This design comes from an exercise in tuning for small area, a short achievable clock period and few clock cycles per item on the open sky130 flow, not from production work. Function was checked by simulation only, so behaviour that the tests miss may differ from the original.

[design/flow/config.mk]
export PLATFORM = sky130hd
export DESIGN_NAME = aesha_keccak
export DESIGN_NICKNAME = aesha_keccak
export VERILOG_FILES = /design/flow/design.v
export SDC_FILE = /design/flow/constraint.sdc
export NUM_CORES = 4
export LEC_CHECK = 0
export CAP_MARGIN = 40
export CORE_MARGIN = 2
export CORE_UTILIZATION = 50
export CTS_BUF_LIST = sky130_fd_sc_hd__clkbuf_16
export CTS_CLUSTER_DIAMETER = 60
export CTS_CLUSTER_SIZE = 20
export GPL_ROUTABILITY_DRIVEN = 0
export PLACE_DENSITY = 0.6
export SETUP_SLACK_MARGIN = 2.0
export SLEW_MARGIN = 20
export SYNTH_HIERARCHICAL = 1
[design/flow/constraint.sdc]
create_clock -name core_clock -period 5.5 [get_ports {i_clk}]
set_input_delay 1.1000 -clock core_clock [delete_from_list [all_inputs] [get_ports {i_clk}]]
set_output_delay 1.1000 -clock core_clock [all_outputs]
set_load 0.01 [all_outputs]
[design/flow/design.v]
module rot(input  logic [63:0] i_lane,
           input  logic [5:0 ] i_r,
           output logic [63:0] o_lane
           );
    always_comb begin
        o_lane = (i_lane << i_r) | (i_lane >> (64 - i_r));
    end
endmodule
module rc (input [4:0] t, output logic [63:0] rct);
	always_comb begin
		case (t)
			5'b00000: rct = 64'h0000000000000001;
			5'b00001: rct = 64'h0000000000008082;
			5'b00010: rct = 64'h800000000000808A;
			5'b00011: rct = 64'h8000000080008000;
			5'b00100: rct = 64'h000000000000808B;
			5'b00101: rct = 64'h0000000080000001;
			5'b00110: rct = 64'h8000000080008081;
			5'b00111: rct = 64'h8000000000008009;
			5'b01000: rct = 64'h000000000000008A;
			5'b01001: rct = 64'h0000000000000088;
			5'b01010: rct = 64'h0000000080008009;
			5'b01011: rct = 64'h000000008000000A;
			5'b01100: rct = 64'h000000008000808B;
			5'b01101: rct = 64'h800000000000008B;
			5'b01110: rct = 64'h8000000000008089;
			5'b01111: rct = 64'h8000000000008003;
			5'b10000: rct = 64'h8000000000008002;
			5'b10001: rct = 64'h8000000000000080;
			5'b10010: rct = 64'h000000000000800A;
			5'b10011: rct = 64'h800000008000000A;
			5'b10100: rct = 64'h8000000080008081;
			5'b10101: rct = 64'h8000000000008080;
			5'b10110: rct = 64'h0000000080000001;
			5'b10111: rct = 64'h8000000080008008;
			default: rct = 64'h0;
		endcase
	end
endmodule
module round_counter_k(input  logic       i_clk, i_reset, i_aes_or_keccak,
                       output logic [4:0] o_round
                      );
    always_ff @(posedge i_clk, negedge i_reset) begin
        if (!i_reset)              o_round <= 0;
        else if (o_round == 24)    o_round <= 0; 
        else if (i_aes_or_keccak)  o_round <= 0;
        else                       o_round <= o_round + 1; 
    end
endmodule
module xor_32_bits (
    input  wire  [0:4][31:0] i_data,
    output logic [31:0] o_data
);
    assign o_data[31:16] = i_data[0][31:16] ^ i_data[1][31:16] ^ i_data[2][31:16] ^ i_data[3][31:16] ^ i_data[4][31:16];
    assign o_data[15:0 ] = i_data[0][15:0 ] ^ i_data[1][15:0 ] ^ i_data[2][15:0 ] ^ i_data[3][15:0 ] ^ i_data[4][15:0 ];
endmodule
module n (
    input  wire  [0:3][0:4][31:0] A_in,
    input  wire  [0:4][31:0] i_K_col_5,
    output logic [0:3][31:0] C,
    output logic [31:0] C_5
);
    xor_32_bits xor1(.i_data(A_in[0]),    .o_data(C[0]));
    xor_32_bits xor2(.i_data(A_in[1]),    .o_data(C[1]));
    xor_32_bits xor3(.i_data(A_in[2]),    .o_data(C[2]));
    xor_32_bits xor4(.i_data(A_in[3]),    .o_data(C[3]));
    xor_32_bits xor5(.i_data(i_K_col_5),  .o_data(C_5));
endmodule
module xor_padding(input  wire  [0:3][31:0] i_data,
                   input  wire  [31:0] i_K_col_5,
                   input  wire  [0:4][31:0] i_C_shifted,
                   output logic [0:3][0:4][31:0] o_data,
                   output logic [0:4][31:0] o_K_col_5
                  );
    assign o_data[0][0] = i_data[0];
    assign o_data[0][1] = i_C_shifted[2];
    assign o_data[0][2] = 32'b0;
    assign o_data[0][3] = 32'b0;
    assign o_data[0][4] = 32'b0;
    assign o_data[1][0] = 32'b0;
    assign o_data[1][1] = 32'b0;
    assign o_data[1][2] = i_data[1];
    assign o_data[1][3] = i_C_shifted[3];
    assign o_data[1][4] = 32'b0;
    assign o_data[2][0] = 32'b0;
    assign o_data[2][1] = 32'b0;
    assign o_data[2][2] = 32'b0;
    assign o_data[2][3] = i_C_shifted[4];
    assign o_data[2][4] = i_data[2];
    assign o_data[3][0] = i_data[3];
    assign o_data[3][1] = i_C_shifted[0];
    assign o_data[3][2] = 32'b0;
    assign o_data[3][3] = 32'b0;
    assign o_data[3][4] = 32'b0;
    assign o_K_col_5[0] = i_C_shifted[1];
    assign o_K_col_5[1] = i_K_col_5;
    assign o_K_col_5[2] = 32'b0;
    assign o_K_col_5[3] = 32'b0;
    assign o_K_col_5[4] = 32'b0;
endmodule
module unified_xor_section(input  logic        i_aes_or_keccak,
                           input  wire  [0:3][0:4][31:0] i_A_1_state,
                           input  wire  [0:3][0:4][31:0] i_A_2_state,
                           input  wire  [0:4][0:4][31:0] i_K_state,
                           input  wire  [0:4][31:0] i_C_shifted,
                           output logic [0:4][31:0] o_C,
                           output logic [0:3][63:0] o_A_state,
                           output logic [0:4][31:0] D
                           );
logic [0:4][31:0] C;
logic [0:4][31:0] o_data;
logic [0:3][0:4][31:0] A_in_n_1;
logic [0:3][0:4][31:0] A_in_n_2;
logic [0:4][0:4][31:0] A_in_n_mid;
assign A_in_n_1 = (i_aes_or_keccak) ? i_A_1_state : i_K_state[0:3];
n n1(.A_in(A_in_n_1), .i_K_col_5(i_K_state[4]), .C(C[0:3]), .C_5(C[4]));
assign o_C[0] = C[0];
assign o_C[1] = C[1];
assign o_C[2] = C[2];
assign o_C[3] = C[3];
assign o_C[4] = C[4];
xor_padding xpad(.i_data(C[0:3]), .i_K_col_5(C[4]), .i_C_shifted(i_C_shifted), .o_data(A_in_n_mid[0:3]), .o_K_col_5(A_in_n_mid[4]));
assign A_in_n_2 = (i_aes_or_keccak) ? i_A_2_state : A_in_n_mid[0:3];
n n2(.A_in(A_in_n_2), .i_K_col_5(A_in_n_mid[4]), .C(o_data[0:3]), .C_5(o_data[4]));
   assign o_A_state[3] = (i_aes_or_keccak) ? {C[2]     , C[3]     } : 64'h0;
   assign o_A_state[2] = (i_aes_or_keccak) ? {C[0]     , C[1]     } : 64'h0;
   assign o_A_state[1] = (i_aes_or_keccak) ? {o_data[2], o_data[3]} : 64'h0;
   assign o_A_state[0] = (i_aes_or_keccak) ? {o_data[0], o_data[1]} : 64'h0;
   assign D[0] = (!i_aes_or_keccak) ? o_data[4] : 32'b0;
   assign D[1] = (!i_aes_or_keccak) ? o_data[0] : 32'b0;
   assign D[2] = (!i_aes_or_keccak) ? o_data[1] : 32'b0;
   assign D[3] = (!i_aes_or_keccak) ? o_data[2] : 32'b0;
   assign D[4] = (!i_aes_or_keccak) ? o_data[3] : 32'b0;
endmodule
module sixie (
  input  wire  [0:4][0:4][63:0] A_in,
  input  wire  [0:4][63:0] D,
  input  wire  [63:0] rc,
  output logic [0:4][0:4][63:0] A_out
);
localparam logic [149:0] rot_constants = {
    6'd0, 6'd36, 6'd3, 6'd41, 6'd18,
    6'd1, 6'd44, 6'd10, 6'd45, 6'd2,
    6'd62, 6'd6, 6'd43, 6'd15, 6'd61,
    6'd28, 6'd55, 6'd25, 6'd21, 6'd56,
    6'd27, 6'd20, 6'd39, 6'd8, 6'd14
};
genvar x, y;
generate
  for(x = 0; x < 5; x++) begin : gen_x
      for(y = 0; y < 5; y++) begin : gen_y
          logic [63:0] theta_3_0, theta_3_1, theta_3_2;
          logic [63:0] o_rot_0, o_rot_1, o_rot_2;
          assign theta_3_0 = A_in[(x + 3 * y) % 5][x] ^ D[(x + 3 * y) % 5];
          assign theta_3_1 = A_in[((x + 1) + 3 * y) % 5][(x + 1) % 5] ^ D[((x + 1) + 3 * y) % 5];
          assign theta_3_2 = A_in[((x + 2) + 3 * y) % 5][(x + 2) % 5] ^ D[((x + 2) + 3 * y) % 5];
          wire [5:0] rot_cons_0 = rot_constants[149 - 6 * (5 * ((x + 3 * y) % 5) + x) -: 6];
          wire [5:0] rot_cons_1 = rot_constants[149 - 6 * (5 * (((x + 1) + 3 * y) % 5) + (x + 1) % 5) -: 6];
          wire [5:0] rot_cons_2 = rot_constants[149 - 6 * (5 * (((x + 2) + 3 * y) % 5) + (x + 2) % 5) -: 6];
          rot rot0_ins(.i_lane(theta_3_0), .i_r(rot_cons_0), .o_lane(o_rot_0));
          rot rot1_ins(.i_lane(theta_3_1), .i_r(rot_cons_1), .o_lane(o_rot_1));
          rot rot2_ins(.i_lane(theta_3_2), .i_r(rot_cons_2), .o_lane(o_rot_2));
          wire [63:0] sixie_result = o_rot_0 ^ ((~o_rot_1) & o_rot_2);
          if (x == 0 && y == 0) begin : g_iota
              assign A_out[x][y] = sixie_result ^ rc;
          end
          else begin : g_pass
              assign A_out[x][y] = sixie_result;
          end
      end
  end
endgenerate
endmodule
module S_to_A (
	input  [1599:0] S,
	output [0:4][0:4][63:0] A
);
	assign A[0][0] = {S[1543:1536], S[1551:1544], S[1559:1552], S[1567:1560], S[1575:1568], S[1583:1576], S[1591:1584], S[1599:1592]};
	assign A[1][0] = {S[1479:1472], S[1487:1480], S[1495:1488], S[1503:1496], S[1511:1504], S[1519:1512], S[1527:1520], S[1535:1528]};
	assign A[2][0] = {S[1415:1408], S[1423:1416], S[1431:1424], S[1439:1432], S[1447:1440], S[1455:1448], S[1463:1456], S[1471:1464]};
	assign A[3][0] = {S[1351:1344], S[1359:1352], S[1367:1360], S[1375:1368], S[1383:1376], S[1391:1384], S[1399:1392], S[1407:1400]};
	assign A[4][0] = {S[1287:1280], S[1295:1288], S[1303:1296], S[1311:1304], S[1319:1312], S[1327:1320], S[1335:1328], S[1343:1336]};
	assign A[0][1] = {S[1223:1216], S[1231:1224], S[1239:1232], S[1247:1240], S[1255:1248], S[1263:1256], S[1271:1264], S[1279:1272]};
	assign A[1][1] = {S[1159:1152], S[1167:1160], S[1175:1168], S[1183:1176], S[1191:1184], S[1199:1192], S[1207:1200], S[1215:1208]};
	assign A[2][1] = {S[1095:1088], S[1103:1096], S[1111:1104], S[1119:1112], S[1127:1120], S[1135:1128], S[1143:1136], S[1151:1144]};
	assign A[3][1] = {S[1031:1024], S[1039:1032], S[1047:1040], S[1055:1048], S[1063:1056], S[1071:1064], S[1079:1072], S[1087:1080]};
	assign A[4][1] = {S[967:960]  , S[975:968]  , S[983:976]  , S[991:984]  , S[999:992]  , S[1007:1000], S[1015:1008], S[1023:1016]};
	assign A[0][2] = {S[903:896]  , S[911:904]  , S[919:912]  , S[927:920]  , S[935:928]  , S[943:936]  , S[951:944]  , S[959:952]  };
	assign A[1][2] = {S[839:832]  , S[847:840]  , S[855:848]  , S[863:856]  , S[871:864]  , S[879:872]  , S[887:880]  , S[895:888]  };
	assign A[2][2] = {S[775:768]  , S[783:776]  , S[791:784]  , S[799:792]  , S[807:800]  , S[815:808]  , S[823:816]  , S[831:824]  };
	assign A[3][2] = {S[711:704]  , S[719:712]  , S[727:720]  , S[735:728]  , S[743:736]  , S[751:744]  , S[759:752]  , S[767:760]  };
	assign A[4][2] = {S[647:640]  , S[655:648]  , S[663:656]  , S[671:664]  , S[679:672]  , S[687:680]  , S[695:688]  , S[703:696]  };
	assign A[0][3] = {S[583:576]  , S[591:584]  , S[599:592]  , S[607:600]  , S[615:608]  , S[623:616]  , S[631:624]  , S[639:632]  };
	assign A[1][3] = {S[519:512]  , S[527:520]  , S[535:528]  , S[543:536]  , S[551:544]  , S[559:552]  , S[567:560]  , S[575:568]  };
	assign A[2][3] = {S[455:448]  , S[463:456]  , S[471:464]  , S[479:472]  , S[487:480]  , S[495:488]  , S[503:496]  , S[511:504]  };
	assign A[3][3] = {S[391:384]  , S[399:392]  , S[407:400]  , S[415:408]  , S[423:416]  , S[431:424]  , S[439:432]  , S[447:440]  };
	assign A[4][3] = {S[327:320]  , S[335:328]  , S[343:336]  , S[351:344]  , S[359:352]  , S[367:360]  , S[375:368]  , S[383:376]  };
	assign A[0][4] = {S[263:256]  , S[271:264]  , S[279:272]  , S[287:280]  , S[295:288]  , S[303:296]  , S[311:304]  , S[319:312]  };
	assign A[1][4] = {S[199:192]  , S[207:200]  , S[215:208]  , S[223:216]  , S[231:224]  , S[239:232]  , S[247:240]  , S[255:248]  };
	assign A[2][4] = {S[135:128]  , S[143:136]  , S[151:144]  , S[159:152]  , S[167:160]  , S[175:168]  , S[183:176]  , S[191:184]  };
	assign A[3][4] = {S[71:64]    , S[79:72]    , S[87:80]    , S[95:88]    , S[103:96]   , S[111:104]  , S[119:112]  , S[127:120]  };
	assign A[4][4] = {S[7:0]      , S[15:8]     , S[23:16]    , S[31:24]    , S[39:32]    , S[47:40]    , S[55:48]    , S[63:56]    };
endmodule
module A_to_S (
	input  [0:4][0:4][63:0] A,
	output [1599:0] S
);
	assign {S[1543:1536], S[1551:1544], S[1559:1552], S[1567:1560], S[1575:1568], S[1583:1576], S[1591:1584], S[1599:1592]} = A[0][0];
	assign {S[1479:1472], S[1487:1480], S[1495:1488], S[1503:1496], S[1511:1504], S[1519:1512], S[1527:1520], S[1535:1528]} = A[1][0];
	assign {S[1415:1408], S[1423:1416], S[1431:1424], S[1439:1432], S[1447:1440], S[1455:1448], S[1463:1456], S[1471:1464]} = A[2][0];
	assign {S[1351:1344], S[1359:1352], S[1367:1360], S[1375:1368], S[1383:1376], S[1391:1384], S[1399:1392], S[1407:1400]} = A[3][0];
	assign {S[1287:1280], S[1295:1288], S[1303:1296], S[1311:1304], S[1319:1312], S[1327:1320], S[1335:1328], S[1343:1336]} = A[4][0];
	assign {S[1223:1216], S[1231:1224], S[1239:1232], S[1247:1240], S[1255:1248], S[1263:1256], S[1271:1264], S[1279:1272]} = A[0][1];
	assign {S[1159:1152], S[1167:1160], S[1175:1168], S[1183:1176], S[1191:1184], S[1199:1192], S[1207:1200], S[1215:1208]} = A[1][1];
	assign {S[1095:1088], S[1103:1096], S[1111:1104], S[1119:1112], S[1127:1120], S[1135:1128], S[1143:1136], S[1151:1144]} = A[2][1];
	assign {S[1031:1024], S[1039:1032], S[1047:1040], S[1055:1048], S[1063:1056], S[1071:1064], S[1079:1072], S[1087:1080]} = A[3][1];
	assign {S[967:960]  , S[975:968]  , S[983:976]  , S[991:984]  , S[999:992]  , S[1007:1000], S[1015:1008], S[1023:1016]} = A[4][1];
	assign {S[903:896]  , S[911:904]  , S[919:912]  , S[927:920]  , S[935:928]  , S[943:936]  , S[951:944]  , S[959:952]  } = A[0][2];
	assign {S[839:832]  , S[847:840]  , S[855:848]  , S[863:856]  , S[871:864]  , S[879:872]  , S[887:880]  , S[895:888]  } = A[1][2];
	assign {S[775:768]  , S[783:776]  , S[791:784]  , S[799:792]  , S[807:800]  , S[815:808]  , S[823:816]  , S[831:824]  } = A[2][2];
	assign {S[711:704]  , S[719:712]  , S[727:720]  , S[735:728]  , S[743:736]  , S[751:744]  , S[759:752]  , S[767:760]  } = A[3][2];
	assign {S[647:640]  , S[655:648]  , S[663:656]  , S[671:664]  , S[679:672]  , S[687:680]  , S[695:688]  , S[703:696]  } = A[4][2];
	assign {S[583:576]  , S[591:584]  , S[599:592]  , S[607:600]  , S[615:608]  , S[623:616]  , S[631:624]  , S[639:632]  } = A[0][3];
	assign {S[519:512]  , S[527:520]  , S[535:528]  , S[543:536]  , S[551:544]  , S[559:552]  , S[567:560]  , S[575:568]  } = A[1][3];
	assign {S[455:448]  , S[463:456]  , S[471:464]  , S[479:472]  , S[487:480]  , S[495:488]  , S[503:496]  , S[511:504]  } = A[2][3];
	assign {S[391:384]  , S[399:392]  , S[407:400]  , S[415:408]  , S[423:416]  , S[431:424]  , S[439:432]  , S[447:440]  } = A[3][3];
	assign {S[327:320]  , S[335:328]  , S[343:336]  , S[351:344]  , S[359:352]  , S[367:360]  , S[375:368]  , S[383:376]  } = A[4][3];
	assign {S[263:256]  , S[271:264]  , S[279:272]  , S[287:280]  , S[295:288]  , S[303:296]  , S[311:304]  , S[319:312]  } = A[0][4];
	assign {S[199:192]  , S[207:200]  , S[215:208]  , S[223:216]  , S[231:224]  , S[239:232]  , S[247:240]  , S[255:248]  } = A[1][4];
	assign {S[135:128]  , S[143:136]  , S[151:144]  , S[159:152]  , S[167:160]  , S[175:168]  , S[183:176]  , S[191:184]  } = A[2][4];
	assign {S[71:64]    , S[79:72]    , S[87:80]    , S[95:88]    , S[103:96]   , S[111:104]  , S[119:112]  , S[127:120]  } = A[3][4];
	assign {S[7:0]      , S[15:8]     , S[23:16]    , S[31:24]    , S[39:32]    , S[47:40]    , S[55:48]    , S[63:56]    } = A[4][4];
endmodule
module aesha_keccak(input  logic         i_clk,
                    input  logic         i_reset,    
                    input  logic         i_start,
                    input  logic [511:0] i_data,
                    output logic [511:0] o_data,
                    output logic         o_busy,
                    output logic         o_done
                   );
    logic        busy, done;
    logic [4:0]  cnt;
    logic        ld;
    logic [24:0][63:0] a, a_in, a_nx;
    logic [4:0][63:0]  p01, p23, p0123, c, d;
    logic [24:0][63:0] t;       
    logic [24:0][63:0] b;       
    logic [63:0]       rc;
    logic [63:0]       ldv;
    always_ff @(posedge i_clk or negedge i_reset) begin
        if (!i_reset) begin
            busy <= 1'b0;
            done <= 1'b0;
            cnt  <= 5'd0;
        end else begin
            done <= busy && (cnt == 5'd23);
            if (!busy) begin
                busy <= i_start;
                cnt  <= 5'd0;
            end else begin
                if (cnt == 5'd23) busy <= 1'b0;
                cnt <= cnt + 5'd1;
            end
        end
    end
    assign ld  = !busy;
    assign ldv = {64{ld}};
    genvar l, k;
    generate
        for (l = 0; l < 25; l++) begin : g_in
            if (l < 8) begin : g_msg
                for (k = 0; k < 8; k++) begin : g_byte
                    assign a_in[l][8*k +: 8] = i_data[511 - 8*(8*l + k) -: 8];
                end
            end else if (l == 8) begin : g_pad
                assign a_in[l] = 64'h8000000000000001;
            end else begin : g_zero
                assign a_in[l] = 64'h0;
            end
        end
    endgenerate
    kx2 u_p01_0  (.a(a[0]), .b(a[5]), .y(p01[0]));
    kx2 u_p23_0  (.a(a[10]), .b(a[15]), .y(p23[0]));
    kx2 u_p0123_0(.a(p01[0]), .b(p23[0]), .y(p0123[0]));
    kx2 u_c_0    (.a(p0123[0]), .b(a[20]), .y(c[0]));
    kx2 u_p01_1  (.a(a[1]), .b(a[6]), .y(p01[1]));
    kx2 u_p23_1  (.a(a[11]), .b(a[16]), .y(p23[1]));
    kx2 u_p0123_1(.a(p01[1]), .b(p23[1]), .y(p0123[1]));
    kx2 u_c_1    (.a(p0123[1]), .b(a[21]), .y(c[1]));
    kx2 u_p01_2  (.a(a[2]), .b(a[7]), .y(p01[2]));
    kx2 u_p23_2  (.a(a[12]), .b(a[17]), .y(p23[2]));
    kx2 u_p0123_2(.a(p01[2]), .b(p23[2]), .y(p0123[2]));
    kx2 u_c_2    (.a(p0123[2]), .b(a[22]), .y(c[2]));
    kx2 u_p01_3  (.a(a[3]), .b(a[8]), .y(p01[3]));
    kx2 u_p23_3  (.a(a[13]), .b(a[18]), .y(p23[3]));
    kx2 u_p0123_3(.a(p01[3]), .b(p23[3]), .y(p0123[3]));
    kx2 u_c_3    (.a(p0123[3]), .b(a[23]), .y(c[3]));
    kx2 u_p01_4  (.a(a[4]), .b(a[9]), .y(p01[4]));
    kx2 u_p23_4  (.a(a[14]), .b(a[19]), .y(p23[4]));
    kx2 u_p0123_4(.a(p01[4]), .b(p23[4]), .y(p0123[4]));
    kx2 u_c_4    (.a(p0123[4]), .b(a[24]), .y(c[4]));
    kx2 u_d_0(.a(c[4]), .b({c[1][62:0], c[1][63]}), .y(d[0]));
    kx2 u_d_1(.a(c[0]), .b({c[2][62:0], c[2][63]}), .y(d[1]));
    kx2 u_d_2(.a(c[1]), .b({c[3][62:0], c[3][63]}), .y(d[2]));
    kx2 u_d_3(.a(c[2]), .b({c[4][62:0], c[4][63]}), .y(d[3]));
    kx2 u_d_4(.a(c[3]), .b({c[0][62:0], c[0][63]}), .y(d[4]));
    kx2  u_t_0(.a(a[0]), .b(d[0]), .y(t[0]));
    assign b[0] = t[0];
    kxn2 u_t_5(.a(a[5]), .b(d[0]), .y(t[5]));
    assign b[16] = {t[5][27:0], t[5][63:28]};
    kx2  u_t_10(.a(a[10]), .b(d[0]), .y(t[10]));
    assign b[7] = {t[10][60:0], t[10][63:61]};
    kxn2 u_t_15(.a(a[15]), .b(d[0]), .y(t[15]));
    assign b[23] = {t[15][22:0], t[15][63:23]};
    kx2  u_t_20(.a(a[20]), .b(d[0]), .y(t[20]));
    assign b[14] = {t[20][45:0], t[20][63:46]};
    kx2  u_t_1(.a(a[1]), .b(d[1]), .y(t[1]));
    assign b[10] = {t[1][62:0], t[1][63:63]};
    kxn2 u_t_6(.a(a[6]), .b(d[1]), .y(t[6]));
    assign b[1] = {t[6][19:0], t[6][63:20]};
    kx2  u_t_11(.a(a[11]), .b(d[1]), .y(t[11]));
    assign b[17] = {t[11][53:0], t[11][63:54]};
    kxn2 u_t_16(.a(a[16]), .b(d[1]), .y(t[16]));
    assign b[8] = {t[16][18:0], t[16][63:19]};
    kx2  u_t_21(.a(a[21]), .b(d[1]), .y(t[21]));
    assign b[24] = {t[21][61:0], t[21][63:62]};
    kx2  u_t_2(.a(a[2]), .b(d[2]), .y(t[2]));
    assign b[20] = {t[2][1:0], t[2][63:2]};
    kxn2 u_t_7(.a(a[7]), .b(d[2]), .y(t[7]));
    assign b[11] = {t[7][57:0], t[7][63:58]};
    kx2  u_t_12(.a(a[12]), .b(d[2]), .y(t[12]));
    assign b[2] = {t[12][20:0], t[12][63:21]};
    kxn2 u_t_17(.a(a[17]), .b(d[2]), .y(t[17]));
    assign b[18] = {t[17][48:0], t[17][63:49]};
    kx2  u_t_22(.a(a[22]), .b(d[2]), .y(t[22]));
    assign b[9] = {t[22][2:0], t[22][63:3]};
    kx2  u_t_3(.a(a[3]), .b(d[3]), .y(t[3]));
    assign b[5] = {t[3][35:0], t[3][63:36]};
    kxn2 u_t_8(.a(a[8]), .b(d[3]), .y(t[8]));
    assign b[21] = {t[8][8:0], t[8][63:9]};
    kx2  u_t_13(.a(a[13]), .b(d[3]), .y(t[13]));
    assign b[12] = {t[13][38:0], t[13][63:39]};
    kxn2 u_t_18(.a(a[18]), .b(d[3]), .y(t[18]));
    assign b[3] = {t[18][42:0], t[18][63:43]};
    kx2  u_t_23(.a(a[23]), .b(d[3]), .y(t[23]));
    assign b[19] = {t[23][7:0], t[23][63:8]};
    kx2  u_t_4(.a(a[4]), .b(d[4]), .y(t[4]));
    assign b[15] = {t[4][36:0], t[4][63:37]};
    kxn2 u_t_9(.a(a[9]), .b(d[4]), .y(t[9]));
    assign b[6] = {t[9][43:0], t[9][63:44]};
    kx2  u_t_14(.a(a[14]), .b(d[4]), .y(t[14]));
    assign b[22] = {t[14][24:0], t[14][63:25]};
    kxn2 u_t_19(.a(a[19]), .b(d[4]), .y(t[19]));
    assign b[13] = {t[19][55:0], t[19][63:56]};
    kx2  u_t_24(.a(a[24]), .b(d[4]), .y(t[24]));
    assign b[4] = {t[24][49:0], t[24][63:50]};
    logic [63:0] b0;
    assign b0 = b[0] ^ rc;
    logic [63:0] g0; knand u_g0(.a(b[1]), .b(b[2]), .y(g0));
    logic [63:0] zn0; kx2  u_z0(.a(b0), .b(g0), .y(zn0));
    logic [63:0] y0; knor u_ldz0(.a(ldv), .b(zn0), .y(y0));
    ka21o u_ld0(.a1(a_in[0]), .a2(ldv), .b1(y0), .y(a_nx[0]));
    logic [63:0] g1; knor  u_g1(.a(b[2]), .b(b[3]), .y(g1));
    logic [63:0] zn1; kx2  u_z1(.a(b[1]), .b(g1), .y(zn1));
    logic [63:0] y1; knor u_ldz1(.a(ldv), .b(zn1), .y(y1));
    ka21o u_ld1(.a1(a_in[1]), .a2(ldv), .b1(y1), .y(a_nx[1]));
    logic [63:0] g2; knand u_g2(.a(b[3]), .b(b[4]), .y(g2));
    logic [63:0] zn2; kx2  u_z2(.a(b[2]), .b(g2), .y(zn2));
    logic [63:0] y2; knor u_ldz2(.a(ldv), .b(zn2), .y(y2));
    ka21o u_ld2(.a1(a_in[2]), .a2(ldv), .b1(y2), .y(a_nx[2]));
    logic [63:0] g3; kornb u_g3(.a(b[0]), .b(b[4]), .y(g3));
    logic [63:0] zn3; kxn2 u_z3(.a(b[3]), .b(g3), .y(zn3));
    logic [63:0] y3; knor u_ldz3(.a(ldv), .b(zn3), .y(y3));
    ka21o u_ld3(.a1(a_in[3]), .a2(ldv), .b1(y3), .y(a_nx[3]));
    logic [63:0] g4; knor  u_g4(.a(b[0]), .b(b[1]), .y(g4));
    logic [63:0] zn4; kxn2 u_z4(.a(b[4]), .b(g4), .y(zn4));
    logic [63:0] y4; knor u_ldz4(.a(ldv), .b(zn4), .y(y4));
    ka21o u_ld4(.a1(a_in[4]), .a2(ldv), .b1(y4), .y(a_nx[4]));
    logic [63:0] g5; knand u_g5(.a(b[6]), .b(b[7]), .y(g5));
    logic [63:0] zn5; kx2  u_z5(.a(b[5]), .b(g5), .y(zn5));
    logic [63:0] y5; knor u_ldz5(.a(ldv), .b(zn5), .y(y5));
    ka21o u_ld5(.a1(a_in[5]), .a2(ldv), .b1(y5), .y(a_nx[5]));
    logic [63:0] g6; knor  u_g6(.a(b[7]), .b(b[8]), .y(g6));
    logic [63:0] zn6; kx2  u_z6(.a(b[6]), .b(g6), .y(zn6));
    logic [63:0] y6; knor u_ldz6(.a(ldv), .b(zn6), .y(y6));
    ka21o u_ld6(.a1(a_in[6]), .a2(ldv), .b1(y6), .y(a_nx[6]));
    logic [63:0] g7; knand u_g7(.a(b[8]), .b(b[9]), .y(g7));
    logic [63:0] zn7; kx2  u_z7(.a(b[7]), .b(g7), .y(zn7));
    logic [63:0] y7; knor u_ldz7(.a(ldv), .b(zn7), .y(y7));
    ka21o u_ld7(.a1(a_in[7]), .a2(ldv), .b1(y7), .y(a_nx[7]));
    logic [63:0] g8; kornb u_g8(.a(b[5]), .b(b[9]), .y(g8));
    logic [63:0] zn8; kxn2 u_z8(.a(b[8]), .b(g8), .y(zn8));
    logic [63:0] y8; knor u_ld8(.a(ldv), .b(zn8), .y(y8));
    assign a_nx[8] = y8 | {ld, 62'h0, ld};
    logic [63:0] g9; knor  u_g9(.a(b[5]), .b(b[6]), .y(g9));
    logic [63:0] zn9; kxn2 u_z9(.a(b[9]), .b(g9), .y(zn9));
    knor u_ld9(.a(ldv), .b(zn9), .y(a_nx[9]));
    logic [63:0] g10; knand u_g10(.a(b[11]), .b(b[12]), .y(g10));
    logic [63:0] zn10; kx2  u_z10(.a(b[10]), .b(g10), .y(zn10));
    knor u_ld10(.a(ldv), .b(zn10), .y(a_nx[10]));
    logic [63:0] g11; knor  u_g11(.a(b[12]), .b(b[13]), .y(g11));
    logic [63:0] zn11; kx2  u_z11(.a(b[11]), .b(g11), .y(zn11));
    knor u_ld11(.a(ldv), .b(zn11), .y(a_nx[11]));
    logic [63:0] g12; knand u_g12(.a(b[13]), .b(b[14]), .y(g12));
    logic [63:0] zn12; kx2  u_z12(.a(b[12]), .b(g12), .y(zn12));
    knor u_ld12(.a(ldv), .b(zn12), .y(a_nx[12]));
    logic [63:0] g13; kornb u_g13(.a(b[10]), .b(b[14]), .y(g13));
    logic [63:0] zn13; kxn2 u_z13(.a(b[13]), .b(g13), .y(zn13));
    knor u_ld13(.a(ldv), .b(zn13), .y(a_nx[13]));
    logic [63:0] g14; knor  u_g14(.a(b[10]), .b(b[11]), .y(g14));
    logic [63:0] zn14; kxn2 u_z14(.a(b[14]), .b(g14), .y(zn14));
    knor u_ld14(.a(ldv), .b(zn14), .y(a_nx[14]));
    logic [63:0] g15; knand u_g15(.a(b[16]), .b(b[17]), .y(g15));
    logic [63:0] zn15; kx2  u_z15(.a(b[15]), .b(g15), .y(zn15));
    knor u_ld15(.a(ldv), .b(zn15), .y(a_nx[15]));
    logic [63:0] g16; knor  u_g16(.a(b[17]), .b(b[18]), .y(g16));
    logic [63:0] zn16; kx2  u_z16(.a(b[16]), .b(g16), .y(zn16));
    knor u_ld16(.a(ldv), .b(zn16), .y(a_nx[16]));
    logic [63:0] g17; knand u_g17(.a(b[18]), .b(b[19]), .y(g17));
    logic [63:0] zn17; kx2  u_z17(.a(b[17]), .b(g17), .y(zn17));
    knor u_ld17(.a(ldv), .b(zn17), .y(a_nx[17]));
    logic [63:0] g18; kornb u_g18(.a(b[15]), .b(b[19]), .y(g18));
    logic [63:0] zn18; kxn2 u_z18(.a(b[18]), .b(g18), .y(zn18));
    knor u_ld18(.a(ldv), .b(zn18), .y(a_nx[18]));
    logic [63:0] g19; knor  u_g19(.a(b[15]), .b(b[16]), .y(g19));
    logic [63:0] zn19; kxn2 u_z19(.a(b[19]), .b(g19), .y(zn19));
    knor u_ld19(.a(ldv), .b(zn19), .y(a_nx[19]));
    logic [63:0] g20; knand u_g20(.a(b[21]), .b(b[22]), .y(g20));
    logic [63:0] zn20; kx2  u_z20(.a(b[20]), .b(g20), .y(zn20));
    knor u_ld20(.a(ldv), .b(zn20), .y(a_nx[20]));
    logic [63:0] g21; knor  u_g21(.a(b[22]), .b(b[23]), .y(g21));
    logic [63:0] zn21; kx2  u_z21(.a(b[21]), .b(g21), .y(zn21));
    knor u_ld21(.a(ldv), .b(zn21), .y(a_nx[21]));
    logic [63:0] g22; knand u_g22(.a(b[23]), .b(b[24]), .y(g22));
    logic [63:0] zn22; kx2  u_z22(.a(b[22]), .b(g22), .y(zn22));
    knor u_ld22(.a(ldv), .b(zn22), .y(a_nx[22]));
    logic [63:0] g23; kornb u_g23(.a(b[20]), .b(b[24]), .y(g23));
    logic [63:0] zn23; kxn2 u_z23(.a(b[23]), .b(g23), .y(zn23));
    knor u_ld23(.a(ldv), .b(zn23), .y(a_nx[23]));
    logic [63:0] g24; knor  u_g24(.a(b[20]), .b(b[21]), .y(g24));
    logic [63:0] zn24; kxn2 u_z24(.a(b[24]), .b(g24), .y(zn24));
    knor u_ld24(.a(ldv), .b(zn24), .y(a_nx[24]));
    always_comb begin
        case (cnt)
            5'd0: rc = 64'h0000000000000001;
            5'd1: rc = 64'h0000000000008082;
            5'd2: rc = 64'h800000000000808A;
            5'd3: rc = 64'h8000000080008000;
            5'd4: rc = 64'h000000000000808B;
            5'd5: rc = 64'h0000000080000001;
            5'd6: rc = 64'h8000000080008081;
            5'd7: rc = 64'h8000000000008009;
            5'd8: rc = 64'h000000000000008A;
            5'd9: rc = 64'h0000000000000088;
            5'd10: rc = 64'h0000000080008009;
            5'd11: rc = 64'h000000008000000A;
            5'd12: rc = 64'h000000008000808B;
            5'd13: rc = 64'h800000000000008B;
            5'd14: rc = 64'h8000000000008089;
            5'd15: rc = 64'h8000000000008003;
            5'd16: rc = 64'h8000000000008002;
            5'd17: rc = 64'h8000000000000080;
            5'd18: rc = 64'h000000000000800A;
            5'd19: rc = 64'h800000008000000A;
            5'd20: rc = 64'h8000000080008081;
            5'd21: rc = 64'h8000000000008080;
            5'd22: rc = 64'h0000000080000001;
            5'd23: rc = 64'h8000000080008008;
            default: rc = 64'h0;
        endcase
    end
    always_ff @(posedge i_clk) begin
        a <= a_nx;
    end
    generate
        for (l = 0; l < 8; l++) begin : g_out
            for (k = 0; k < 8; k++) begin : g_obyte
                assign o_data[511 - 8*(8*l + k) -: 8] = a[l][8*k +: 8];
            end
        end
    endgenerate
    assign o_busy = busy;
    assign o_done = done;
endmodule
module kx2(input  logic [63:0] a, b, output logic [63:0] y);
    assign y = a ^ b;
endmodule
module kxn2(input  logic [63:0] a, b, output logic [63:0] y);
    assign y = ~(a ^ b);
endmodule
module knand(input  logic [63:0] a, b, output logic [63:0] y);
    assign y = ~(a & b);
endmodule
module knor(input  logic [63:0] a, b, output logic [63:0] y);
    assign y = ~(a | b);
endmodule
module kornb(input  logic [63:0] a, b, output logic [63:0] y);
    assign y = b | ~a;
endmodule
module ka21o(input  logic [63:0] a1, a2, b1, output logic [63:0] y);
    assign y = (a1 & a2) | b1;
endmodule
[design/flow/flow/run.sh]
#!/bin/bash
# The standard ORFS layout (standard.sh), with faster, smaller port buffers
# (buffer_ports -buffer_cell) and sizing not tied to cell footprints.
set -euo pipefail
bash standard.sh \
  "BUFFER_PORTS_ARGS=-buffer_cell sky130_fd_sc_hd__buf_2" \
  MATCH_CELL_FOOTPRINT=0 \
  finish > standard_sh.log 2>&1
[design/flow/standard.sh]
#!/bin/bash
# synth_recipe.tcl (not shown) runs the flow's synth.tcl, then flattens the netlist and writes it again
# the make line also repeats each setting of config.mk as NAME=value (left out here)
make -C /OpenROAD-flow-scripts/flow DESIGN_CONFIG=/design/flow/config.mk WORK_HOME=/design/flow/orfs CLKGATE_MAP_FILE= SYNTH_SCRIPT=/design/flow/synth_recipe.tcl "${@:-finish}"
==> results of run 1 <==
-- per-layer routing --
layer  routed length (um)  track usage, %  vias up  part of all wire, %
met5                 2970            9.43        -                 0.53
met4                75900            57.0       50                   13
met3               102000            36.5     2586                   18
met2               205000            72.4     8259                   36
met1               177000            57.2    41800                   31
li1                     -               -    35000                    -
-- per-stage QoR --
step	utilization [%]	setup slack, ns
final	59.1	1.02
after global routing	59.0	1.41
after CTS	58.1	1.90
after detailed placement	55.5	1.83
after global placement	54.0	1.66
after floorplan	-	-15.25
-- cell type report --
class | count | area, um2 | share of cell area [%]
multi-input combinational | 8585 | 61200 | 54.6
sequential | 1607 | 32200 | 28.7
timing repair buffer | 1663 | 10600 | 9.44
clock buffer | 149 | 3730 | 3.33
tap | 2511 | 3140 | 2.80
clock inverter | 112 | 1080 | 0.964
antenna | 38 | 95.1 | 0.0849
inverter | 5 | 22.5 | 0.0201
-- cell usage in the layout (no fill, tap or decap), drive strengths merged, types with 2 or more instances in the layout --
cell type and instances:
dfrtp 7, nor3 4, nor2b 3, clkinv 48, o21ai 5, nand2 642, buf 1617, ha 8
mux2i 3, nand2b 322, nor2 2251, o22ai 3, clkbuf 195, a21o 512, diode 38, or2b 2
clkinvlp 13, a21oi 2, xor2 3525, xnor2 1286, dfxtp 1600, inv 44, bufinv 12, nand3 4
-- logic make-up (layout without fill, tap and decap cells) --
| logic type | after synthesis | after routing | share of synthesized area [%] |
|---|---|---|---|
| other | 0 | 38 | 0 |
| buffers and inverters | 522 | 1929 | 4.09 |
| DFF | 1607 | 1607 | 33.8 |
| and+or+nand+nor | 3233 | 3233 | 13.6 |
| AOI/OAI and AO/OA | 528 | 528 | 4.14 |
| xor gates and xnor gates | 4811 | 4811 | 44.2 |
| adders and majority gates | 8 | 8 | 0.105 |
| muxes | 5 | 5 | 0.0669 |
-- worst max-delay path, cell delays in order (launching register included) --
cell	delay (ns)
dfxtp_1	0.40
xor2_1	0.37
xor2_1	0.22
xor2_1	1.17
xor2_1	0.65
xnor2_2	0.64
nor2_1	0.13
xor2_1	0.19
nor2_1	0.52
-- path summary, 6_finish.rpt --
path                             startpoint  endpoint  slack, ns  depth (start not counted)
worst max-delay path                 a[709]   a[1044]       1.02                          8
worst min-delay path                i_reset      done       0.07                          1
worst max register to register       a[709]   a[1044]       1.02                          8
min in group core_clock         i_data[226]    a[282]       0.41                          2
worst min register to register         busy    a[512]       0.65                          1
max in group asynchronous           i_reset      busy       5.27                          1
-- modules after synthesis, one instance, submodules excluded --
module,flops+latches,times used
ka21o,0,8
kx2,0,55
kxn2,0,20
knor,0,35
aesha_keccak,1607,1
knand,0,10
kornb,0,5
-- synthesized netlist by cell type (2+ instances only) --
library cell     n  share of area, %
a21oi_1          2             0.010
xnor2_1       1286                12
mux2i_1          3             0.031
nand3_1          4             0.021
or2b_1           2             0.016
nor2b_1          3             0.020
a21o_1         512               4.0
ha_1             8              0.10
buf_4          515               4.1
o22ai_1          3             0.020
inv_1            4             0.016
nand2_1        642               2.5
o21ai_1          5             0.026
xor2_1        3525                32
nand2b_1       322               2.1
nor2_1        2251               8.9
dfrtp_1          7              0.18
nor3_1           4             0.021
dfxtp_1       1600                34
-- repair_timing --
| action | CTS | global route |
|---|---|---|
| setup endpoints to repair | 47 | 119 |
| resized for setup | 30 | 85 |
| pin swaps | 0 | 2 |
-- flip-flops by register name, indices dropped and copies added, names as in the netlist --
name  flops
done      1
busy      1
a      1600
cnt       5
==> metrics.cfg, run 1 <==
[outcome]
status=failed layout checks
so.violations=max-capacitance violations, max-slew violations

[logic_synthesis]
syn_nets=11200
synth_ff_type=dfxtp_1
ys_ff_latch=1607
seq_area_frac_synth_pct=33.8
ys_warn_count=7
yosysUniqueCellTypes=35
post_synth.cell_area_avg_um2=8.90
syn_inst=10700
synth-edff-count=0
ys_async_sr_fraction_pct=0.436
syn_area_um2=95300

[detailed_routing]
dr.pass1.iters=13
drc=0
postRouteAntennaNets=0
dr_total_vias=87700
wl_per_cell_um=38.4
viasPerCell=5.98
routed_wl_um=564000
dr.first_iter.drc_count=16000

[global_routing]
antenna_found_initial=36
grt_first_pass_wirelength_um=709000
overflow=0
gr-usage-all-layers_pct=55.6
grt_pass1_vias=78200
grt_max_degree=160

[final_layout]
drive_gt1_share_pct=17.7
syn_to_final_growth_pct=17.5
finalInstanceArea_um2=112000
final_nets=12500
final_cells=14700
fillers=17300

[critical_path]
critPathMaxFanout=5
endpoint_kind=flop
start_kind=flop
crit_type=flop to flop
required_ns=6.21
arrival_ns=5.19

[sta]
finalSetupViolations=0
fmaxAchievable_mhz=223
hold_viol=0
hold_slack_ns=0.0673
rsz0062_at_grt=true
relSlewSlack_pct=-1.20
drv_slew=3
fin_crit_ns=4.48
worst_slew_pin_slew_ns=1.51
fin_setup_tns_ns=0
finalCritPeriodShare_pct=81.5
finClkSkew_ns=0.0759

[clocking]
clk_pin_slew_ns=0.08
cts_hold_buf=0
cts_max_level=4
postCtsSetupRepairBufs=0
cts_buffer_depth=3
cts_root_buf=clkbuf_16
cts_buffers=143
cts_tree=done
cts.sinks=1607
clock_latency_ns=0.91

[place]
port-buffer-count=1028
dp_hpwl_um=477000
placed_cells=14300
postPlaceCellArea_um2=105000

[floorplanning]
die_y_um=441
top_level_ports=1029
die-area_um2=194000
die-width_um=441
start_util_pct=50.2
rows=160
core_area_um2=190000

[flow_run]
maxCapViolations=1

[worst_hold_path]
min_path_type=primary input to async pin

Testbench counts, summed over its fixed seeds: cycles 8,000, items 320.
==> run 2, diff against run 1 <==
--- a/design/flow/config.mk
+++ b/design/flow/config.mk
@@ -12,5 +12,4 @@
 export CTS_CLUSTER_DIAMETER = 60
 export CTS_CLUSTER_SIZE = 20
-export GPL_ROUTABILITY_DRIVEN = 0
 export PLACE_DENSITY = 0.6
 export SETUP_SLACK_MARGIN = 2.0
==> run 2 against run 1 <==
Now clean on timing, DRC and antenna. Synthesized cell count unchanged. Cell count rose by 1.1%. Via count fell by 1.3%. Utilization increased by 1.5 points. Global-route usage rose by 3.2 points. Highest routed layer unchanged.
==> metrics.cfg, run 2 <==
[detailed_routing]
dr.first_iter.drc_count=13800
dr.pass1.iters=7
viasPerCell=5.84
routed_wl_um=593000
drc=0
dr_total_vias=86500
wl_per_cell_um=40.0
postRouteAntennaNets=0

[critical_path]
critPathMaxFanout=5
cp_common_cell=xor2_1
cp_slowest_cell=xor2_1
path_delay_family=XOR/XNOR gates
arrival_ns=4.63
cp_num_buf_inv=0
required_ns=6.20
crit_type=flop to flop
endpoint_kind=flop
cp_cell_sequence=xor2_1, xor2_1, xor2_1, xor2_2, xnor2_1, nand2_1, xor2_1, nor2_1
cp_slowest_stage_delay_ns=0.78
start_kind=flop

[logic_synthesis]
synth_top_area_cell=dfxtp_1
yosys.area.top_type_share_pct=33.6
synth_common_cells=xor2_1, nor2_1, dfxtp_1
syn_inst=10700
ys_async_sr_fraction_pct=0.436
synth_ff_type=dfxtp_1
syn_area_um2=95300
seq_area_frac_synth_pct=33.8
ys_warn_count=7
syn_nets=11200
yosysUniqueCellTypes=35
synth-edff-count=0
post_synth.cell_area_avg_um2=8.90
yosys-top-cells-area=dfxtp_1, xor2_1, xnor2_1
ys_ff_latch=1607
synth_most_common_cell=xor2_1

[global_routing]
grt_first_pass_wirelength_um=741000
antenna_found_initial=40
overflow=0
grt_pass1_vias=78200
gr-usage-all-layers_pct=58.8
grt_max_degree=221

[clocking]
postCtsSetupRepairBufs=0
cts_root_buf=clkbuf_16
clock_latency_ns=0.89
cts_tree=done
cts.sinks=1607
cts_max_level=4
cts_buffer_depth=3
cts_buffers=159
clk_pin_slew_ns=0.08

[sta]
rsz0062_at_grt=true
hold_viol=0
finClkSkew_ns=0.0593
fmaxAchievable_mhz=254
drv_slew=0
worst_slew_pin_slew_ns=1.08
finalSetupViolations=0
relSlewSlack_pct=27.3
finalCritPeriodShare_pct=71.5
fin_setup_tns_ns=0
fin_crit_ns=3.93

[final_layout]
regMostFlops=a
layout_commonest_cell=xor2_1
largest_reg_flops=1600
mostFrequentLayoutCells=xor2_1, nor2_1, dfxtp_1
fillers=17000
final_nets=12700
final_cells=14800
finalInstanceArea_um2=115000
drive_gt1_share_pct=19.6
reg_top3=a: 1600 flops, cnt: 5 flops
syn_to_final_growth_pct=20.5

[floorplanning]
core_area_um2=190000
die-area_um2=194000
start_util_pct=50.2
die-width_um=441
die_y_um=441
rows=160
top_level_ports=1029

[place]
port-buffer-count=1028
placed_cells=14400
dp_hpwl_um=517000
postPlaceCellArea_um2=108000
place_congestion=1.24

[flow_run]
maxCapViolations=0

[worst_hold_path]
min_path_type=primary input to async pin

[outcome]
status=timing/DRC/antenna clean

-- run 2: cell counts after synthesis --
Identical to the previous run, type by type.
-- run 2: kinds of logic after synthesis --
kind of cell | synth area share (%)
adders and majority gates | 0.105
muxes | 0.0669
xor gates and xnor gates | 44.2
buffers and inverters | 4.09
AOI/OAI and AO/OA | 4.14
and+or+nand+nor | 13.6
DFF | 33.8
-- run 2: layout make-up --
| type | count | area, um2 | share of cell area, % |
|---|---|---|---|
| sequential | 1607 | 32200 | 28.0 |
| tap | 2511 | 3140 | 2.73 |
| inverter | 5 | 22.5 | 0.0196 |
| timing repair buffer | 1791 | 11900 | 10.4 |
| multi-input combinational | 8585 | 61800 | 53.8 |
| clock inverter | 129 | 1540 | 1.34 |
| antenna | 32 | 80.1 | 0.0697 |
| clock buffer | 167 | 4180 | 3.64 |
-- run 2: stage by stage --
step	hold WS, ns	setup slack [ns]	utilization (%)
2_1_floorplan	0.546	-15.25	-
3_5_place_dp	0.638	1.68	56.7
5_1_grt	0.0892	1.87	60.5
6_report	0.0869	1.57	60.5
4_1_cts	0.0624	1.90	59.9
3_3_place_gp	0.618	0.940	54.7
-- run 2: worst reg2reg max path, cell delays in order, from the launching register on --
cell	delay (ns)
dfxtp_1	0.43
xor2_1	0.34
xor2_1	0.23
xor2_1	0.78
xor2_2	0.39
xnor2_1	0.64
nand2_1	0.14
xor2_1	0.22
nor2_1	0.60
-- run 2: modules after synthesis, one instance, submodules excluded --
module	cells	flops+latches	cell area, um2	copies in the design
aesha_keccak	2202	1607	36600	1
kx2	64	0	561	55
kxn2	64	0	561	20
ka21o	64	0	480	8
kornb	64	0	400	5
knand	64	0	240	10
knor	64	0	240	35
-- run 2: repair_timing --
item,CTS,global route
gates resized for setup,52,84
gates cloned,0,0
setup endpoints to repair,75,105
hold buffers,0,0
pin swaps,0,1
-- run 2: per-layer routing --
layer / track usage (%) / wire length, um / vias up
met1: 64.3 / 199000 / 42000
li1: - / - / 35300
met4: 60.0 / 76400 / 26
met5: 1.44 / 943 / -
met3: 32.1 / 94500 / 2066
met2: 77.9 / 222000 / 7191
-- run 2: worst paths after layout --
kind / start / endpoint / slack (ns) / cells after the start
worst max-delay path: a[75] / a[1114] / 1.57 / 8
worst min-delay path: i_reset / done / 0.09 / 1
worst max register to register: a[75] / a[1114] / 1.57 / 8
worst min register to register: cnt[0] / cnt[0] / 0.66 / 1
max in group asynchronous: i_reset / busy / 5.23 / 1
min in group core_clock: i_data[259] / a[251] / 0.40 / 2
==> run 3, diff against run 2 <==
--- a/design/flow/config.mk
+++ b/design/flow/config.mk
@@ -6,5 +6,5 @@
 export NUM_CORES = 4
 export LEC_CHECK = 0
-export CAP_MARGIN = 40
+export CAP_MARGIN = 30
 export CORE_MARGIN = 2
 export CORE_UTILIZATION = 50
@@ -13,5 +13,5 @@
 export CTS_CLUSTER_SIZE = 20
 export PLACE_DENSITY = 0.6
-export SETUP_SLACK_MARGIN = 2.0
+export SETUP_SLACK_MARGIN = 1.75
 export SLEW_MARGIN = 20
 export SYNTH_HIERARCHICAL = 1
==> run 3 against run 2 <==
Still clean. Global-route usage is 0.13 points lower. Register-to-register slack worse by 0.14 ns. Clock skew is 0.012 ns lower. Cell count is 1.5% lower. Die area stayed put. Utilization is 1.5 points lower. Fmax is 3.4% lower. Non-clock buffer count is 241 lower. Hold slack hardly changed. Critical path depth is 1 higher. Synthesized cell count stayed put. Highest routed layer unchanged.
==> metrics.cfg, run 3 <==
[logic_synthesis]
yosysUniqueCellTypes=35
synth_most_common_cell=xor2_1
synth_common_cells=xor2_1, nor2_1, dfxtp_1
synth_ff_type=dfxtp_1
ys_warn_count=7
ys_async_sr_fraction_pct=0.436
synth_top_area_cell=dfxtp_1
yosys-top-cells-area=dfxtp_1, xor2_1, xnor2_1
syn_nets=11200
syn_inst=10700
ys_ff_latch=1607
seq_area_frac_synth_pct=33.8
synth-edff-count=0
yosys.area.top_type_share_pct=33.6
syn_area_um2=95300
post_synth.cell_area_avg_um2=8.90

[sta]
layout_setup_ws_ns=1.43
finClkSkew_ns=0.0469
drv_slew=0
fmaxAchievable_mhz=245
finalCritPeriodShare_pct=74.1
worst_slew_pin_slew_ns=1.27
hold_viol=0
rsz0062_at_grt=true
relSlewSlack_pct=15.0
finalSetupViolations=0
fin_crit_ns=4.07
fin_setup_tns_ns=0

[critical_path]
cp_num_buf_inv=1
crit_type=flop to flop
required_ns=6.20
start_kind=flop
cp_slowest_cell=xor2_1
cp_slowest_stage_delay_ns=0.81
endpoint_kind=flop
cp_common_cell=xor2_1
arrival_ns=4.77
critPathMaxFanout=5
path_delay_family=XOR/XNOR gates
cp_cell_sequence=xor2_1, xor2_1, xor2_1, xor2_1, buf_4, xor2_1, nand2_1, xor2_1, nor2_1

[clocking]
cts_max_level=4
cts.sinks=1607
cts_tree=done
clock_latency_ns=0.87
cts_buffer_depth=3
cts_buffers=156
cts_root_buf=clkbuf_16
clk_pin_slew_ns=0.08

[detailed_routing]
dr.pass1.iters=8
wl_per_cell_um=40.6
postRouteAntennaNets=0
dr.first_iter.drc_count=14000
viasPerCell=5.86
routed_wl_um=592000
dr_total_vias=85500
drc=0

[floorplanning]
die-area_um2=194000
top_level_ports=1029
start_util_pct=50.2
core_area_um2=190000
die-width_um=441
rows=160
die_y_um=441

[global_routing]
grt_use_met1_pct=64.7
gr-usage-all-layers_pct=58.7
grt_pass1_vias=76900
grt.busiest_layer=met2
overflow=0
antenna_found_initial=47
grt.met3_usage_pct=31.3
grt_max_degree=221
met2_usage_pct=77.9
grt_first_pass_wirelength_um=737000

[final_layout]
final_cells=14600
reg_top3=a: 1600 flops, cnt: 5 flops
layout_commonest_cell=xor2_1
fillers=17100
syn_to_final_growth_pct=17.5
drive_gt1_share_pct=17.2
largest_reg_flops=1600
final_core_util_pct=59.0
regMostFlops=a
final_nets=12400
mostFrequentLayoutCells=xor2_1, nor2_1, dfxtp_1

[place]
port-buffer-count=1028
dp_hpwl_um=517000
place_worst_setup_slack_ns=1.54
placed_cells=14200
place_congestion=1.24

[outcome]
status=timing/DRC/antenna clean

[flow_run]
maxCapViolations=0

[worst_hold_path]
min_path_type=primary input to async pin

[run 3: cell types whose count changed in the layout (fill, tap and decap cells not counted), moves of 6 or more]
cell and delta:
buf_4 -121, xor2_2 -100, xor2_1 +91, buf_6 -50
clkbuf_4 -40, buf_8 -23, diode_2 +15, xor2_4 +9
clkinvlp_4 +6
[run 3: cell families (layout without fill, tap and decap cells)]
logic type | after synthesis | count (layout) | synth area share, %
buffers and inverters | 522 | 1848 | 4.09
adders and majority gates | 8 | 8 | 0.105
muxes | 5 | 5 | 0.0669
and+or+nand+nor | 3233 | 3233 | 13.6
AOI/OAI and AO/OA | 528 | 528 | 4.14
DFF | 1607 | 1607 | 33.8
other | 0 | 47 | 0
xor gates and xnor gates | 4811 | 4811 | 44.2
[run 3: modules after synthesis, one instance, submodules excluded]
module | flip-flops and latches | copies in the design
knand | 0 | 10
kx2 | 0 | 55
kxn2 | 0 | 20
kornb | 0 | 5
aesha_keccak | 1607 | 1
knor | 0 | 35
ka21o | 0 | 8
[run 3: timing repair]
action / CTS / global route
setup buffers: 0 / 0
setup endpoints to repair: 10 / 50
pin swaps: 0 / 0
gates resized for setup: 6 / 33
hold buffers: 0 / 0
cloned: 0 / 0
[run 3: final cells by class]
class                           instances  area (um2)  area share (%)
Multi-Input combinational cell       8585       61200            54.7
Sequential cell                      1607       32200            28.7
Timing Repair Buffer                 1550        9740            8.69
Clock buffer                          167        4180            3.73
Tap cell                             2511        3140            2.80
Clock inverter                        126        1400            1.25
Antenna cell                           47         118           0.105
Inverter                                5        22.5          0.0201
[run 3: worst paths after layout]
path	start	slack, ns	endpoint	cells past startpoint
worst max-delay path	a[1006]	1.43	a[1016]	9
worst min-delay path	i_reset	0.09	done	1
worst max register to register	a[1006]	1.43	a[1016]	9
worst min register to register	cnt[0]	0.67	cnt[0]	1
max in group asynchronous	i_reset	5.22	busy	1
min in group core_clock	i_data[222]	0.42	a[294]	2
[run 3: layer usage]
layer  vias to the layer above  wire (um)
li1                      34900          -
met1                     41600     201000
met2                      7027     223000
met3                      1961      93100
met4                        30      74200
met5                         -        711
[run 3: worst register-to-register path, stage by stage (launching register included)]
cell and delay, ns:
dfxtp_1 0.65, xor2_1 0.24, xor2_1 0.43, xor2_1 0.42, xor2_1 0.19, buf_4 0.24, xor2_1 0.82, nand2_1 0.16
xor2_1 0.67, nor2_1 0.10
[run 3: per-stage QoR]
step,area [um2],hold slack [ns]
2_1_floorplan,95400,0.546
3_3_place_gp,104000,0.618
3_5_place_dp,105000,0.642
4_1_cts,111000,0.0656
5_1_grt,112000,0.0832
6_report,112000,0.0869
==> run 4, diff against run 3 <==
--- a/design/flow/config.mk
+++ b/design/flow/config.mk
@@ -13,5 +13,5 @@
 export CTS_CLUSTER_SIZE = 20
 export PLACE_DENSITY = 0.6
-export SETUP_SLACK_MARGIN = 1.75
+export SETUP_SLACK_MARGIN = 2.25
 export SLEW_MARGIN = 20
 export SYNTH_HIERARCHICAL = 1
==> run 4 against run 3 <==
Routed wire length rose by 0.79%. Critical endpoint is now a[892]. Critical path depth is 1 lower. Critical path type unchanged. Flip-flop and latch count did not move.
==> metrics.cfg, run 4 <==
[outcome]
status=timing/DRC/antenna clean

[flow_run]
maxCapViolations=0

[critical_path]
endpoint_kind=flop
cp_cell_sequence=xor2_1, xor2_1, xor2_1, xor2_1, xor2_1, nand2b_1, xnor2_1, nor2_1
critPathMaxFanout=5
cp.depth=8
start_kind=flop
worstRegToRegCells=8
cp_num_buf_inv=0
cp_slowest_cell=xor2_1
cp_slowest_stage_delay_ns=0.86
path_delay_family=XOR/XNOR gates
required_ns=6.20
cp_common_cell=xor2_1
arrival_ns=4.36
crit_type=flop to flop

[sta]
drv_slew=0
finalSetupViolations=0
hold_slack_ns=0.0860
relSlewSlack_pct=19.6
worst_slew_pin_slew_ns=1.20
finalCritPeriodShare_pct=66.6
hold_viol=0
rsz0062_at_grt=true
finClkSkew_ns=0.0457
fin_setup_tns_ns=0
fin_crit_ns=3.66
fmaxAchievable_mhz=273

[clocking]
cts_buffer_depth=3
cts_tree=done
cts_max_level=4
cts_root_buf=clkbuf_16
cts.sinks=1607
clk_pin_slew_ns=0.07
clock_latency_ns=0.89
cts_buffers=156

[final_layout]
syn_to_final_growth_pct=26.1
largest_reg_flops=1600
layout_commonest_cell=xor2_1
regMostFlops=a
mostFrequentLayoutCells=xor2_1, nor2_1, dfxtp_1
drive_gt1_share_pct=23.6
reg_top3=a: 1600 flops, cnt: 5 flops
final_nets=12400
final_cells=14600
fillers=16100

[logic_synthesis]
yosys-top-cells-area=dfxtp_1, xor2_1, xnor2_1
syn_nets=11200
synth_common_cells=xor2_1, nor2_1, dfxtp_1
syn_area_um2=95300
synth-edff-count=0
synth_ff_type=dfxtp_1
syn_inst=10700
ys_ff_latch=1607
seq_area_frac_synth_pct=33.8
synth_most_common_cell=xor2_1
synth_top_area_cell=dfxtp_1
yosys.area.top_type_share_pct=33.6
ys_warn_count=7
post_synth.cell_area_avg_um2=8.90
yosysUniqueCellTypes=35
ys_async_sr_fraction_pct=0.436

[detailed_routing]
drc=0
dr.first_iter.drc_count=13800
routed_wl_um=597000
dr_total_vias=85900
postRouteAntennaNets=0
viasPerCell=5.88
wl_per_cell_um=40.9
dr.pass1.iters=6

[floorplanning]
rows=160
die-width_um=441
die_y_um=441
core_area_um2=190000
start_util_pct=50.2
top_level_ports=1029
die-area_um2=194000

[place]
dp_hpwl_um=517000
port-buffer-count=1028
placed_cells=14200
place_congestion=1.24

[worst_hold_path]
min_path_type=primary input to async pin

[global_routing]
grt_first_pass_wirelength_um=742000
grt_max_degree=221
overflow=0
grt_pass1_vias=77600
gr-usage-all-layers_pct=59.2
antenna_found_initial=50

run 4: worst paths after layout:
kind	end	slack, ns	start
max reg2reg	a[892]	1.84	a[298]
max in group asynchronous	busy	5.23	i_reset
min reg2reg	cnt[0]	0.66	cnt[0]
min in group core_clock	a[294]	0.41	i_data[222]
max	a[892]	1.84	a[298]
min	done	0.09	i_reset
run 4: timing repair:
item | CTS | global route
resized for setup | 490 | 528
hold buffers | 0 | 0
setup endpoints to repair | 696 | 792
hold endpoints to repair | 0 | 0
setup buffers | 2 | 32
pin swaps | 9 | 39
run 4: cell families (layout without fill, tap and decap cells):
logic type,after synthesis,count (layout),share of synthesized area [%]
flip-flops,1607,1607,33.8
AO/OA/AOI/OAI,528,528,4.14
AND/OR/NAND/NOR,3233,3233,13.6
XOR/XNOR,4811,4811,44.2
multiplexers,5,5,0.0669
adder cells (fa/ha/maj),8,8,0.105
other,0,44,0
buffers and inverters,522,1852,4.09
run 4: layout make-up:
class / instances / area (um2) / area share, %
Antenna cell: 44 / 110 / 0.0916
Clock buffer: 167 / 4180 / 3.47
Clock inverter: 126 / 1400 / 1.17
Inverter: 5 / 22.5 / 0.0187
Multi-Input combinational cell: 8585 / 69200 / 57.6
Sequential cell: 1607 / 32200 / 26.8
Tap cell: 2511 / 3140 / 2.61
Timing Repair Buffer: 1554 / 9970 / 8.29
run 4: through the flow:
stage / utilization, % / area [um2] / setup slack, ns
3_5_place_dp: 55.5 / 105000 / 1.54
3_3_place_gp: 54.7 / 104000 / 0.940
5_1_grt: 63.3 / 120000 / 1.90
6_report: 63.4 / 120000 / 1.84
2_1_floorplan: - / 95400 / -15.25
4_1_cts: 60.5 / 115000 / 2.03
run 4: metal layers:
| metal | up-vias | track usage (%) | wire, um |
|---|---|---|---|
| li1 | 34400 | - | - |
| met2 | 7337 | 78.2 | 224000 |
| met1 | 42100 | 64.6 | 197000 |
| met4 | 24 | 60.3 | 76700 |
| met5 | - | 3.03 | 1180 |
| met3 | 2132 | 32.4 | 97800 |
run 4: modules after synthesis, one instance, submodules excluded:
module / times used / cells / cell area, um2
aesha_keccak: 1 / 2202 / 36600
kx2: 55 / 64 / 561
kxn2: 20 / 64 / 561
ka21o: 8 / 64 / 480
kornb: 5 / 64 / 400
knand: 10 / 64 / 240
knor: 35 / 64 / 240
==> run 5, diff against run 4 <==
--- a/design/flow/config.mk
+++ b/design/flow/config.mk
@@ -13,5 +13,5 @@
 export CTS_CLUSTER_SIZE = 20
 export PLACE_DENSITY = 0.6
-export SETUP_SLACK_MARGIN = 2.25
+export SETUP_SLACK_MARGIN = 2.0
 export SLEW_MARGIN = 20
 export SYNTH_HIERARCHICAL = 1
==> run 5 against run 4 <==
First-iteration DRC count down 4.2%. Utilization fell by 3.3 points. Largest cell class unchanged. Via count shrank 0.41%.
==> metrics.cfg, run 5 <==
[final_layout]
mostFrequentLayoutCells=xor2_1, nor2_1, dfxtp_1
largest_reg_flops=1600
final_nets=12400
drive_gt1_share_pct=18.9
syn_to_final_growth_pct=19.5
reg_top3=a: 1600 flops, cnt: 5 flops
layout_commonest_cell=xor2_1
regMostFlops=a
final_cells=14600
finalInstanceArea_um2=114000

[global_routing]
gr-usage-all-layers_pct=58.9
antenna_found_initial=50
grt_max_degree=221
overflow=0
grt_pass1_vias=77200
grt_first_pass_wirelength_um=739000

[critical_path]
critPathMaxFanout=5
cp_common_cell=xor2_1
path_delay_family=XOR/XNOR gates
arrival_ns=4.55
required_ns=6.25
cp_slowest_cell=xnor2_1
cp_cell_sequence=xor2_1, xor2_1, xor2_1, xor2_2, xnor2_1, nand2_1, xor2_1, nor2_1
cp.depth=8
endpoint_kind=flop
cp_num_buf_inv=0
worstRegToRegCells=8
crit_type=flop to flop
start_kind=flop
cp_slowest_stage_delay_ns=0.91

[logic_synthesis]
ys_warn_count=7
yosys-top-cells-area=dfxtp_1, xor2_1, xnor2_1
post_synth.cell_area_avg_um2=8.90
yosys.area.top_type_share_pct=33.6
ys_ff_latch=1607
syn_area_um2=95300
yosysUniqueCellTypes=35
syn_inst=10700
ys_async_sr_fraction_pct=0.436
syn_nets=11200
synth_top_area_cell=dfxtp_1
synth_common_cells=xor2_1, nor2_1, dfxtp_1
synth-edff-count=0
synth_most_common_cell=xor2_1
seq_area_frac_synth_pct=33.8
synth_ff_type=dfxtp_1

[sta]
rsz0062_at_grt=true
relSlewSlack_pct=12.5
fmaxAchievable_mhz=263
finClkSkew_ns=0.0507
fin_crit_ns=3.80
hold_viol=0
worst_slew_pin_slew_ns=1.30
finalSetupViolations=0
drv_slew=0
finalCritPeriodShare_pct=69.0
fin_setup_tns_ns=0
layout_setup_ws_ns=1.70

[floorplanning]
start_util_pct=50.2
top_level_ports=1029
core_area_um2=190000
rows=160
die_y_um=441
die-area_um2=194000
die-width_um=441

[clocking]
clk_pin_slew_ns=0.08
cts_buffer_depth=3
cts_tree=done
cts_root_buf=clkbuf_16
cts_max_level=4
clock_latency_ns=0.89
cts_buffers=156
cts.sinks=1607

[worst_hold_path]
min_path_type=primary input to async pin

[detailed_routing]
postRouteAntennaNets=0
viasPerCell=5.86
dr_total_vias=85600
dr.pass1.iters=7
wl_per_cell_um=40.6
dr.first_iter.drc_count=13300
drc=0
routed_wl_um=593000

[flow_run]
maxCapViolations=0

[place]
place_worst_setup_slack_ns=1.54
placed_cells=14200
postPlaceCellArea_um2=105000
place_congestion=1.24
dp_hpwl_um=517000
port-buffer-count=1028

[outcome]
status=timing/DRC/antenna clean

run 5: cell counts after synthesis:
No cell type changed its count.
run 5: through the flow:
| stage | util [%] | hold slack, ns |
|---|---|---|
| 2_1_floorplan | - | 0.546 |
| 5_1_grt | 60.0 | 0.0796 |
| 6_report | 60.0 | 0.0804 |
| 4_1_cts | 58.9 | 0.0656 |
| 3_3_place_gp | 54.7 | 0.618 |
| 3_5_place_dp | 55.5 | 0.642 |
run 5: path summary, 6_finish.rpt:
check,start,to,slack [ns]
min in group core_clock,i_data[273],a[233],0.41
worst max register to register,a[318],a[994],1.70
worst min register to register,cnt[0],cnt[0],0.66
max in group asynchronous,i_reset,busy,5.23
worst max-delay path,a[318],a[994],1.70
worst min-delay path,i_reset,done,0.08
run 5: area by class of cell:
| class | count | area, um2 |
|---|---|---|
| fillers | 16900 | 75900 |
| multi-input cells | 8585 | 63100 |
| flip-flops and latches | 1607 | 32200 |
| repair buffers | 1552 | 9760 |
| clock buffers | 167 | 4180 |
| well taps | 2511 | 3140 |
| clock inverters | 126 | 1400 |
| diodes | 47 | 118 |
| inverters | 5 | 22.5 |
run 5: cell families after synthesis:
kind of cell | after synthesis | share of synthesized area, %
mux | 5 | 0.0669
compound gates | 528 | 4.14
simple gates | 3233 | 13.6
fa+ha+maj | 8 | 0.105
buf+inv | 522 | 4.09
xor+xnor | 4811 | 44.2
flops | 1607 | 33.8
run 5: layer usage:
metal  part of all wire (%)  track usage (%)  vias up
met2                     37             78.2     7147
li1                       -                -    34800
met5                   0.18             3.85        -
met3                     16             32.1     2115
met4                     13             59.4       26
met1                     33             64.1    41500
run 5: per-module statistics from Yosys, one instance, submodules excluded:
| module | copies in the design | cells inside | area [um2] | flops+latches |
|---|---|---|---|---|
| ka21o | 8 | 64 | 480 | 0 |
| aesha_keccak | 1 | 2202 | 36600 | 1607 |
| knor | 35 | 64 | 240 | 0 |
| knand | 10 | 64 | 240 | 0 |
| kornb | 5 | 64 | 400 | 0 |
| kx2 | 55 | 64 | 561 | 0 |
| kxn2 | 20 | 64 | 561 | 0 |
run 5: what timing repair did:
| item | CTS | global route |
|---|---|---|
| pin swaps | 1 | 4 |
| hold buffers | 0 | 0 |
| gates resized for setup | 120 | 157 |
| hold endpoints to repair | 0 | 0 |
| buffers inserted | 0 | 2 |
| setup endpoints to repair | 187 | 235 |

separate check: timing with driven ports:
The results above use ideal ports. As a check the final layouts listed here were re-extracted and re-timed, cells and wires unchanged.
Step 1 sets driving cells, clkbuf_16 on the clock port and buf_2 on the other inputs (assumed; they add their load-dependent delay and slew).
Step 2, shift: input delay + t, output delay - t, t = (earliest + latest rising clock arrival at the registers) / 2. This alone moves slack from input paths to output paths.
Slacks: ideal ports / drivers / drivers and shift; pairs: ideal ports / drivers.
run | t (ns) | setup slack, ns | hold slack, ns | worst slew at a driven data input, ns
run 1 | 0.982 | 1.020 / 1.020 / 1.020 | 0.067 / -0.024 / 0.647 | 0.06
run 2 | 0.974 | 1.567 / 1.567 / 1.567 | 0.087 / 0.007 / 0.665 | 0.08
run 3 | 0.950 | 1.427 / 1.427 / 1.427 | 0.087 / 0.020 / 0.668 | 0.07
run 4 | 0.969 | 1.836 / 1.836 / 1.836 | 0.086 / 0.014 / 0.664 | 0.07
run 5 | 0.964 | 1.704 / 1.704 / 1.704 | 0.080 / 0.013 / 0.663 | 0.07
